Context: an optimization exercise on an open-source flow, tuned for small area. The choices shown serve that exercise and are no tape-out recipe. Function was checked by simulation only, so behaviour that the tests miss may differ from the original. No activity file was given, so power comes from the tool's default toggle rates.

== run A ==
## KSmod_32_latency_5
module KSmod_32_latency_5 (
  input         clk,
  input  [63:0] share0_in,
  input  [63:0] share1_in,
  input  [26:0] rand_bit_share0,
  input  [26:0] rand_bit_share1,
  output [31:0] o_share0,
  output [31:0] o_share1
);
  reg [26:0] rnd2, rnd3, rnd4, rnd5;
  always @(posedge clk) begin
    rnd2 <= rand_bit_share0; rnd3 <= rnd2; rnd4 <= rnd3; rnd5 <= rnd4;
  end
  wire v0_0_s0 = share0_in[0];
  wire v0_0_s1 = share1_in[0];
  wire v0_1_s0 = share0_in[0] ^ share0_in[32];
  wire v0_1_s1 = share1_in[0] ^ share1_in[32];
  wire v0_2_s0 = share0_in[1];
  wire v0_2_s1 = share1_in[1];
  wire v0_3_s0 = share0_in[1] ^ share0_in[33];
  wire v0_3_s1 = share1_in[1] ^ share1_in[33];
  wire v0_4_s0 = share0_in[10];
  wire v0_4_s1 = share1_in[10];
  wire v0_5_s0 = share0_in[10] ^ share0_in[42];
  wire v0_5_s1 = share1_in[10] ^ share1_in[42];
  wire v0_6_s0 = share0_in[11];
  wire v0_6_s1 = share1_in[11];
  wire v0_7_s0 = share0_in[11] ^ share0_in[43];
  wire v0_7_s1 = share1_in[11] ^ share1_in[43];
  wire v0_8_s0 = share0_in[12];
  wire v0_8_s1 = share1_in[12];
  wire v0_9_s0 = share0_in[12] ^ share0_in[44];
  wire v0_9_s1 = share1_in[12] ^ share1_in[44];
  wire v0_10_s0 = share0_in[13];
  wire v0_10_s1 = share1_in[13];
  wire v0_11_s0 = share0_in[13] ^ share0_in[45];
  wire v0_11_s1 = share1_in[13] ^ share1_in[45];
  wire v0_12_s0 = share0_in[14];
  ...
export LEC_CHECK = 0
export CAP_MARGIN = 20
export CORE_MARGIN = 2
export CORE_UTILIZATION = 65
export SLEW_MARGIN = 20
create_clock -name core_clock -period 5.0 [get_ports {clk}]
run.sh (not shown) runs the stock make flow with config.mk's settings and CLKGATE_MAP_FILE= SYNTH_SCRIPT=/design/flow/synth_recipe.tcl, a recipe that flattens the netlist after the stock synthesis.
Run A ran to completion and came out clean on the timing, DRC and antenna checks.
Inputs modified between run A and run B:
# run A
export LEC_CHECK = 0
export CAP_MARGIN = 20
export CORE_MARGIN = 2
export CORE_UTILIZATION = 65
export SLEW_MARGIN = 20
create_clock -name core_clock -period 5.0 [get_ports {clk}]
# run B
export LEC_CHECK = 0
export CAP_MARGIN = 20
export CORE_MARGIN = 2
export CORE_UTILIZATION = 65
export CTS_CLUSTER_DIAMETER = 60
export CTS_CLUSTER_SIZE = 30
export SLEW_MARGIN = 20
create_clock -name core_clock -period 5.0 [get_ports {clk}]
==> flow/flow/run.sh (new file) <==
#!/bin/bash
set -euo pipefail
export BUFFER_PORTS_ARGS="-buffer_cell sky130_fd_sc_hd__buf_1"
bash standard.sh > standard.log 2>&1
==> flow/standard.sh (new file) <==
#!/bin/bash
# synth_recipe.tcl (not shown) runs the flow's synth.tcl, then flattens the netlist and writes it again
# the make line also repeats each setting of config.mk as NAME=value (left out here)
make -C /OpenROAD-flow-scripts/flow DESIGN_CONFIG=/design/flow/config.mk WORK_HOME=/design/flow/orfs CLKGATE_MAP_FILE= SYNTH_SCRIPT=/design/flow/synth_recipe.tcl "${@:-finish}"
removed: flow/run.sh
==> run notes <==
Routability congestion estimate (higher): run A
Clock transition at the register clock pins on the worst setup and hold paths after CTS in run B is 0.04 ns higher than in run A
Sort run A and run B by combinational fraction of design power, descending, and run B comes first.
Compared with run A, in run B via count of the first global-routing pass dropped 11%; ratio of final minimum period to clock period has decreased; number of multi-input logic gates has remained practically unchanged; power per standard cell area went down; clock power shrank by 33%.
Sort run A and run B by final critical path time including I/O delays and setup, descending, and run A comes first.
Compared with run A, run B shows setup slack higher by 0.47 ns.
Modified inputs, run C compared to run B
# run B
export LEC_CHECK = 0
export CAP_MARGIN = 20
export CORE_MARGIN = 2
export CORE_UTILIZATION = 65
export CTS_CLUSTER_DIAMETER = 60
export CTS_CLUSTER_SIZE = 30
export SLEW_MARGIN = 20
create_clock -name core_clock -period 5.0 [get_ports {clk}]
# run C
export LEC_CHECK = 0
export CAP_MARGIN = 20
export CORE_MARGIN = 2
export CORE_UTILIZATION = 80
export CTS_CLUSTER_DIAMETER = 60
export CTS_CLUSTER_SIZE = 30
export SLEW_MARGIN = 20
create_clock -name core_clock -period 5.0 [get_ports {clk}]
==> flow/run.sh (new file) <==
#!/bin/bash
# synth_recipe.tcl (not shown) runs the flow's synth.tcl, then flattens the netlist and writes it again
# the make line also repeats each setting of config.mk as NAME=value (left out here)
make -C /OpenROAD-flow-scripts/flow DESIGN_CONFIG=/design/flow/config.mk WORK_HOME=/design/flow/orfs CLKGATE_MAP_FILE= SYNTH_SCRIPT=/design/flow/synth_recipe.tcl finish
removed: flow/flow/run.sh
removed: flow/standard.sh
==> run notes <==
Ratio of final minimum period to clock period for run C is higher than for run B. Total power of the final layout went up slightly going from run B to run C. Changes observed in run C relative to run B: fraction of power consumed by the clock network fell 2.7 points; register-to-register slack rose 0.05 ns; via count of the routed design rose 2124; transition time at the pin with the least slew margin rose 0.14 ns; cell area rose 1.1%. Share of post-route cells with drive strength above 1 is higher on run B.
Inputs modified between run C and run D:
==> flow/flow/run.sh (new file) <==
#!/bin/bash
set -euo pipefail
export BUFFER_PORTS_ARGS="-buffer_cell sky130_fd_sc_hd__buf_1"
bash standard.sh > standard.log 2>&1
==> flow/standard.sh (new file) <==
#!/bin/bash
# synth_recipe.tcl (not shown) runs the flow's synth.tcl, then flattens the netlist and writes it again
# the make line also repeats each setting of config.mk as NAME=value (left out here)
make -C /OpenROAD-flow-scripts/flow DESIGN_CONFIG=/design/flow/config.mk WORK_HOME=/design/flow/orfs CLKGATE_MAP_FILE= SYNTH_SCRIPT=/design/flow/synth_recipe.tcl "${@:-finish}"
removed: flow/run.sh
==> comparison <==
Post-detailed-placement half-perimeter wirelength improves in run D relative to run C.
The flow did not stop early for run D: all stages ran, and the layout cleared the timing, DRC and antenna checks.
Compared to run C, run D shows a wider setup margin.
Area growth from synthesis to layout in run D is 3.1 points below run C.
For the instance area at placement, run D came in about 3% lower than run C did.
> inputs changed (run D -> run E)
==> flow/flow/run.sh <==
#!/bin/bash
set -euo pipefail
export BUFFER_PORTS_ARGS="-buffer_cell sky130_fd_sc_hd__buf_1"
export CTS_ARGS="-sink_clustering_enable -repair_clock_nets -sink_clustering_size 30 -sink_clustering_max_diameter 60 -dont_use_dummy_load"
bash standard.sh > standard.log 2>&1
Notes after the runs:
Run E went all the way through synthesis, placement and routing and the layout is clean on timing, DRC and antenna. Run D -> run E: cell area decreased slightly. ~same worst hold-check slack in run D and run E. Power consumption on run E is ahead of run D. Run E vs run D: power share of the combinational group up. Length of the first detailed-routing pass in iterations in run E is 3 below run D.

[port drivers added, routing unchanged]
In the flow no input, the clock included, has a driving cell. The finished layouts below were timed again as built, in two steps.
Step 1 sets driving cells, clkbuf_16 on the clock port and buf_2 on the other inputs (assumed; they add their load-dependent delay and slew).
Step 2 moves the port delays by t, midway between the first and last clock arrival at a register: inputs arrive t later, outputs are due t later. That takes back most of the time a late clock gives input paths.
Slacks: no drivers / after step 1 / after step 2; pairs: no drivers / after step 1.
| run | shift t [ns] | setup slack, ns | worst setup path at the end | slew at the worst register clock pin (ns) | cell pins on the clock port's net |
|---|---|---|---|---|---|
| run A | 0.764 | 1.307 / 1.237 / 1.717 | input to output | 0.06 / 0.06 | 1 |
| run B | 0.698 | 1.780 / 1.713 / 2.411 | register to output | 0.11 / 0.11 | 1 |
| run C | 0.724 | 1.388 / 1.322 / 1.730 | input to output | 0.11 / 0.11 | 1 |
| run D | 0.720 | 1.679 / 1.616 / 2.337 | register to output | 0.11 / 0.11 | 1 |
| run E | 0.709 | 1.667 / 1.602 / 2.311 | register to output | 0.11 / 0.11 | 1 |
After both steps setup and hold are still met in every run listed.
